What follows belongs to an exercise in optimizing a design on an open flow for small area; a production flow would make more cautious choices.
At most, simulation tests tie the RTL to the original design; equivalence was not proved.
Power figures rest on the tool's default switching activity, not on a simulated workload.

==> run X <==
==> flow/design.v <==
module mini16sc_cpu
  #(
    parameter WIDTH_I = 16,
    parameter WIDTH_D = 16,
    parameter DEPTH_I = 10,
    parameter DEPTH_D = 10,
    parameter DEPTH_REG = 5
    )
  (
   input                    clk,
   input                    reset,
   input                    soft_reset,
   output reg [DEPTH_I-1:0] mem_i_r_addr,
   input [WIDTH_I-1:0]      mem_i_r_data,
   output reg [DEPTH_D-1:0] mem_d_r_addr,
   input [WIDTH_D-1:0]      mem_d_r_data,
   output reg [DEPTH_D-1:0] mem_d_w_addr,
   output reg [WIDTH_D-1:0] mem_d_w_data,
   output reg               mem_d_we
   );
  localparam I_ST   = 5'h01;
  localparam I_MVC  = 5'h02;
  localparam I_BA   = 5'h03;
  localparam I_BC   = 5'h04;
  localparam I_MUL  = 5'h05;
  localparam I_SR   = 5'h06;
  localparam I_SL   = 5'h07;
  localparam I_SRA  = 5'h08;
  localparam I_ADD  = 5'h10;
  localparam I_SUB  = 5'h11;
  localparam I_AND  = 5'h12;
  localparam I_OR   = 5'h13;
  localparam I_XOR  = 5'h14;
  localparam I_MV   = 5'h15;
  localparam I_MVIL = 5'h16;
  localparam I_MVS  = 5'h17;
  localparam I_BL   = 5'h18;
  localparam I_LD   = 5'h19;
  localparam I_CNZ  = 5'h1a;
  localparam I_CNM  = 5'h1b;
  reg [15:0]  inst;
  wire [4:0]  ol_d = inst[15:11];
  wire [4:0]  ol_a = inst[10:6];
  wire        is_im = inst[5];
  wire [4:0]  op = inst[4:0];
  reg [15:0]  regfile [0:31];
  wire [511:0] rf_all;
  genvar      gr;
  generate
    for (gr = 0; gr < 32; gr = gr + 1) begin : g_rf
      assign rf_all[16*gr+15:16*gr] = regfile[gr];
    end
  endgenerate
  wire [15:0] rd, ra;
  mini16sc_rf_read u_rd (.sel(ol_d), .rf(rf_all), .q(rd));
  mini16sc_rf_read u_ra (.sel(ol_a), .rf(rf_all), .q(ra));
  wire [15:0] b = is_im ? {{11{ol_a[4]}}, ol_a} : ra;
  wire        ra_nz = |ra;
  wire        u_go = (op == I_MUL) | (op == I_SR) | (op == I_SL) | (op == I_SRA);
  wire [1:0]  u_sel = {(op == I_SRA) | (op == I_MUL), (op == I_SR) | (op == I_MUL)};
  reg         s1_v, s2_v;
  reg [1:0]   s1_k, s2_k;
  reg [15:0]  s1_d, s1_b, s2_d;
  reg [15:0]  m3, m4, m5;
  reg [15:0]  sp0, sp1, sp2, sp3;
  wire        sh_big = |s1_b[15:4];
  wire        sh_left = (s1_k == 2'd0);
  wire        sh_fill = (s1_k == 2'd2) & s1_d[15];
  wire [15:0] sh_in;
  wire [15:0] sh_out;
  wire [15:0] sh_res;
  genvar g;
  generate
    for (g = 0; g < 16; g = g + 1) begin : g_rev
      assign sh_in[g] = sh_left ? s1_d[15-g] : s1_d[g];
      assign sh_res[g] = sh_left ? sh_out[15-g] : sh_out[g];
    end
  endgenerate
  wire [31:0] sh_ext = {{16{sh_fill}}, sh_in} >> s1_b[3:0];
  assign sh_out = sh_big ? {16{sh_fill}} : sh_ext[15:0];
  wire [15:0] mul_res = s1_d * s1_b;
  always @(posedge clk) begin
    s1_v <= u_go;
    s1_k <= u_sel;
    s1_d <= rd;
    s1_b <= b;
    s2_v <= s1_v;
    s2_k <= s1_k;
    s2_d <= (s1_k == 2'd3) ? mul_res : sh_res;
    if (s2_v && s2_k == 2'd0) sp0 <= s2_d;
    if (s2_v && s2_k == 2'd1) sp1 <= s2_d;
    if (s2_v && s2_k == 2'd2) sp2 <= s2_d;
    if (s2_v && s2_k == 2'd3) m3 <= s2_d;
    m4 <= m3;
    m5 <= m4;
    sp3 <= m5;
  end
  reg [15:0] sp_r;
  always @* begin
    case (b[1:0])
      2'd0: sp_r = sp0;
      2'd1: sp_r = sp1;
      2'd2: sp_r = sp2;
      default: sp_r = sp3;
    endcase
  end
  wire [10:0] pc_inc = {1'b0, mem_i_r_addr} + 11'd1;
  reg [15:0] wdata;
  always @* begin
    case (op)
      I_ADD:  wdata = rd + b;
      I_SUB:  wdata = rd - b;
      I_AND:  wdata = rd & b;
      I_OR:   wdata = rd | b;
      I_XOR:  wdata = rd ^ b;
      I_MV:   wdata = b;
      I_MVC:  wdata = rd;
      I_MVS:  wdata = sp_r;
      I_BL:   wdata = {5'd0, pc_inc};
      I_LD:   wdata = mem_d_r_data;
      I_MVIL: wdata = {5'd0, inst[15:5]};
      I_CNZ:  wdata = {16{ra_nz}};
      I_CNM:  wdata = {16{~ra[15]}};
      default: wdata = 16'd0;
    endcase
  end
  wire       we = op[4] | ((op == I_MVC) & ra_nz);
  wire [4:0] waddr = (op == I_MVC) ? 5'd0 : (op == I_MVIL) ? 5'd1 : ol_d;
  wire do_jump = (op == I_BA) | (op == I_BL) | ((op == I_BC) & (|rd));
  always @(posedge clk) begin
    if (we)
      regfile[waddr] <= wdata;
    if (reset | soft_reset)
      mem_i_r_addr <= 10'd0;
    else if (do_jump)
      mem_i_r_addr <= ra[9:0];
    else
      mem_i_r_addr <= pc_inc[9:0];
    if (reset)
      inst <= 16'd0;
    else
      inst <= mem_i_r_data;
    if (op == I_LD)
      mem_d_r_addr <= ra[9:0];
    mem_d_w_addr <= rd[9:0];
    mem_d_w_data <= b;
    mem_d_we <= (op == I_ST);
  end
endmodule
module mini16sc_aoi222(input [2:0] a, input [2:0] s, output y);
  assign y = ~|(a & s);
endmodule
module mini16sc_rf_read(input [4:0] sel, input [511:0] rf, output [15:0] q);
  wire [32:0] dec;
  genvar i, j;
  generate
    for (i = 0; i < 32; i = i + 1) begin : g_dec
      assign dec[i] = (sel == i);
    end
    assign dec[32] = 1'b0;
    for (j = 0; j < 16; j = j + 1) begin : g_bit
      wire [32:0] col;
      wire [10:0] y;
      for (i = 0; i < 32; i = i + 1) begin : g_col
        assign col[i] = rf[16*i+j];
      end
      assign col[32] = 1'b0;
      for (i = 0; i < 11; i = i + 1) begin : g_aoi
        mini16sc_aoi222 u (.a(col[3*i+2:3*i]), .s(dec[3*i+2:3*i]), .y(y[i]));
      end
      assign q[j] = ~&y;
    end
  endgenerate
endmodule
==> flow/run.sh <==
#!/bin/bash
# synth_recipe.tcl (not shown) runs the flow's synth.tcl, then flattens the netlist and writes it again
# the make line also repeats each setting of config.mk as NAME=value (left out here)
make -C /OpenROAD-flow-scripts/flow DESIGN_CONFIG=/design/flow/config.mk WORK_HOME=/design/flow/orfs CLKGATE_MAP_FILE= SYNTH_SCRIPT=/design/flow/synth_recipe.tcl finish
==> flow/config.mk <==
export PLATFORM = sky130hd
export DESIGN_NAME = mini16sc_cpu
export DESIGN_NICKNAME = mini16sc_cpu
export VERILOG_FILES = /design/flow/design.v
export SDC_FILE = /design/flow/constraint.sdc
export NUM_CORES = 4
export LEC_CHECK = 0
export CAP_MARGIN = 20
export CORE_MARGIN = 2
export CORE_UTILIZATION = 40
export SLEW_MARGIN = 20
export SYNTH_HIERARCHICAL = 1
==> flow/constraint.sdc <==
create_clock -name core_clock -period 7.0 [get_ports {clk}]
set_input_delay 1.4000 -clock core_clock [delete_from_list [all_inputs] [get_ports {clk}]]
set_output_delay 1.4000 -clock core_clock [all_outputs]
set_load 0.01 [all_outputs]
==> run R: changes against run X <==
--- a/flow/design.v
+++ b/flow/design.v
@@ -107,2 +107,5 @@
   wire [10:0] pc_inc = {1'b0, mem_i_r_addr} + 11'd1;
+  wire        is_sub = op[0];
+  wire [16:0] addsub_x = {rd, 1'b1} + {b ^ {16{is_sub}}, is_sub};
+  wire [15:0] addsub = addsub_x[16:1];
   reg [15:0] wdata;
@@ -110,4 +113,4 @@
     case (op)
-      I_ADD:  wdata = rd + b;
-      I_SUB:  wdata = rd - b;
+      I_ADD,
+      I_SUB:  wdata = addsub;
       I_AND:  wdata = rd & b;
@@ -138,6 +141,7 @@
       mem_i_r_addr <= pc_inc[9:0];
+    inst[15:5] <= mem_i_r_data[15:5];
     if (reset)
-      inst <= 16'd0;
+      inst[4:0] <= 5'd0;
     else
-      inst <= mem_i_r_data;
+      inst[4:0] <= mem_i_r_data[4:0];
     if (op == I_LD)
CAP_MARGIN = 0   (was 20)
CTS_BUF_LIST = sky130_fd_sc_hd__clkbuf_4 sky130_fd_sc_hd__clkbuf_8   (was unset)
CTS_CLUSTER_SIZE = 25   (was unset)
SLEW_MARGIN = 0   (was 20)
==> run E: changes against run X <==
--- a/flow/design.v
+++ b/flow/design.v
@@ -107,2 +107,5 @@
   wire [10:0] pc_inc = {1'b0, mem_i_r_addr} + 11'd1;
+  wire        is_sub = op[0];
+  wire [16:0] addsub_x = {rd, 1'b1} + {b ^ {16{is_sub}}, is_sub};
+  wire [15:0] addsub = addsub_x[16:1];
   reg [15:0] wdata;
@@ -110,4 +113,4 @@
     case (op)
-      I_ADD:  wdata = rd + b;
-      I_SUB:  wdata = rd - b;
+      I_ADD,
+      I_SUB:  wdata = addsub;
       I_AND:  wdata = rd & b;
@@ -138,6 +141,7 @@
       mem_i_r_addr <= pc_inc[9:0];
+    inst[15:5] <= mem_i_r_data[15:5];
     if (reset)
-      inst <= 16'd0;
+      inst[4:0] <= 5'd0;
     else
-      inst <= mem_i_r_data;
+      inst[4:0] <= mem_i_r_data[4:0];
     if (op == I_LD)
@@ -159,3 +163,3 @@
     end
-    assign dec[32] = 1'b0;
+    assign dec[32] = dec[31];
     for (j = 0; j < 16; j = j + 1) begin : g_bit
@@ -166,3 +170,3 @@
       end
-      assign col[32] = 1'b0;
+      assign col[32] = col[31];
       for (i = 0; i < 11; i = i + 1) begin : g_aoi
==> flow/flow/run.sh (new file) <==
#!/bin/bash
# The standard layout, with clock tree synthesis told not to add dummy
# loads (the standard flow's arguments otherwise)
set -euo pipefail
export CTS_ARGS="-sink_clustering_enable -repair_clock_nets -dont_use_dummy_load"
bash standard.sh > standard_flow.log 2>&1
==> flow/standard.sh (new file) <==
#!/bin/bash
# synth_recipe.tcl (not shown) runs the flow's synth.tcl, then flattens the netlist and writes it again
# the make line also repeats each setting of config.mk as NAME=value (left out here)
make -C /OpenROAD-flow-scripts/flow DESIGN_CONFIG=/design/flow/config.mk WORK_HOME=/design/flow/orfs CLKGATE_MAP_FILE= SYNTH_SCRIPT=/design/flow/synth_recipe.tcl "${@:-finish}"
removed: flow/run.sh
==> run H: changes against run X <==
--- a/flow/design.v
+++ b/flow/design.v
@@ -107,2 +107,5 @@
   wire [10:0] pc_inc = {1'b0, mem_i_r_addr} + 11'd1;
+  wire        is_sub = op[0];
+  wire [16:0] addsub_x = {rd, 1'b1} + {b ^ {16{is_sub}}, is_sub};
+  wire [15:0] addsub = addsub_x[16:1];
   reg [15:0] wdata;
@@ -110,4 +113,4 @@
     case (op)
-      I_ADD:  wdata = rd + b;
-      I_SUB:  wdata = rd - b;
+      I_ADD,
+      I_SUB:  wdata = addsub;
       I_AND:  wdata = rd & b;
@@ -138,6 +141,7 @@
       mem_i_r_addr <= pc_inc[9:0];
+    inst[15:5] <= mem_i_r_data[15:5];
     if (reset)
-      inst <= 16'd0;
+      inst[4:0] <= 5'd0;
     else
-      inst <= mem_i_r_data;
+      inst[4:0] <= mem_i_r_data[4:0];
     if (op == I_LD)
@@ -159,3 +163,3 @@
     end
-    assign dec[32] = 1'b0;
+    assign dec[32] = dec[31];
     for (j = 0; j < 16; j = j + 1) begin : g_bit
@@ -166,3 +170,3 @@
       end
-      assign col[32] = 1'b0;
+      assign col[32] = col[31];
       for (i = 0; i < 11; i = i + 1) begin : g_aoi
==> flow/flow/run.sh (new file) <==
#!/bin/bash
# The standard layout, with clock tree synthesis told not to add dummy
# loads and to drive larger clusters of flip-flops from each leaf buffer
set -euo pipefail
export CTS_ARGS="-sink_clustering_enable -repair_clock_nets -dont_use_dummy_load -sink_clustering_size 24 -sink_clustering_max_diameter 130"
bash standard.sh > standard_flow.log 2>&1
==> flow/standard.sh (new file) <==
#!/bin/bash
# synth_recipe.tcl (not shown) runs the flow's synth.tcl, then flattens the netlist and writes it again
# the make line also repeats each setting of config.mk as NAME=value (left out here)
make -C /OpenROAD-flow-scripts/flow DESIGN_CONFIG=/design/flow/config.mk WORK_HOME=/design/flow/orfs CLKGATE_MAP_FILE= SYNTH_SCRIPT=/design/flow/synth_recipe.tcl "${@:-finish}"
CAP_MARGIN = 0   (was 20)
SLEW_MARGIN = 0   (was 20)
removed: flow/run.sh
==> comparison table <==
| item | run X | run R | run H | run E |
|---|---|---|---|---|
| Outcome | complete, no violations | complete, no violations | complete, no violations | complete, no violations |
| Hold Path Sink | m5[10] | sp3[2] | m5[10] | sp3[14] |
| Highest clock frequency the design can meet | 150 MHz | 150 MHz | 149 MHz | 154 MHz |
| Final worst-path cycle share | 0.950 | 0.953 | 0.961 | 0.929 |
| DIE HEIGHT | 296 um | 295 um | 295 um | 295 um |
| Initial DRT Pass Iterations | 15 | 15 | 17 | 22 |
| Post-Syn Area per Cell | 13.4 um^2 | 13.7 um^2 | 13.7 um^2 | 13.7 um^2 |
| Number of global-route vias before repair | 24842 | 25189 | 24186 | 24413 |
| H-tree depth | 3 | 3 | 2 | 3 |
| Total routed wire length on the met1 layer | 47400 um | 46200 um | 44600 um | 45700 um |
| Final WL | 121000 um | 121000 um | 119000 um | 120000 um |
| Combinational share of power | 0.418 | 0.402 | 0.357 | 0.323 |
| FILL cells | 7572 | 7362 | 7519 | 7503 |
| Share of cell area taken by multi-input logic gates | 0.334 | 0.333 | 0.341 | 0.333 |
| Multi-input gates | 1652 | 1581 | 1517 | 1517 |
| Dpl cells | 3883 | 3800 | 3739 | 3740 |
| Actual transition at the worst max-transition pin | 1.14 ns | 1.36 ns | 1.36 ns | 1.22 ns |
| Critical path launch point | inst[6] | inst[7] | inst[9] | inst[9] |
| Clock-cell share of area | 0.0631 | 0.0592 | 0.0238 | 0.0483 |
| GR Layer Usage met3 | 0.0601 | 0.0595 | 0.0611 | 0.0665 |
| Total number of cells along the worst setup path | 19 | 17 | 17 | 18 |
| Area enclosed by the die boundary | 87700 um^2 | 87100 um^2 | 87100 um^2 | 87100 um^2 |
Function not checked in run X and run R: the RTL went through the layout flow alone.

[re-timing with driven ports]
How much do the figures lean on ideal ports? The routed layouts below were timed once more, with nothing changed but the port constraints. Step 1 assumes that a clkbuf_16 drives the clock port and a buf_2 every other input. Step 2 also shifts input and output timing later by t, the mid clock arrival at the registers, as if the neighbouring blocks saw the same clock. a / b / c = no drivers / after step 1 / after step 2; a / b = the first two.
run | t, ns | slack for setup (ns) | hold WS [ns] | slew at the worst register clock pin (ns) | pins driven straight from the clock port
run X | 0.690 | 0.351 / 0.351 / 0.351 | 0.326 / 0.326 / 0.326 | 0.07 / 0.07 | 1
run R | 0.814 | 0.332 / 0.332 / 0.332 | 0.321 / 0.321 / 0.321 | 0.07 / 0.07 | 1
run E | 0.670 | 0.495 / 0.495 / 0.495 | 0.277 / 0.277 / 0.277 | 0.07 / 0.07 | 1
run H | 0.632 | 0.271 / 0.271 / 0.271 | 0.331 / 0.331 / 0.331 | 0.10 / 0.10 | 1
After both steps setup and hold are still met in every run listed.
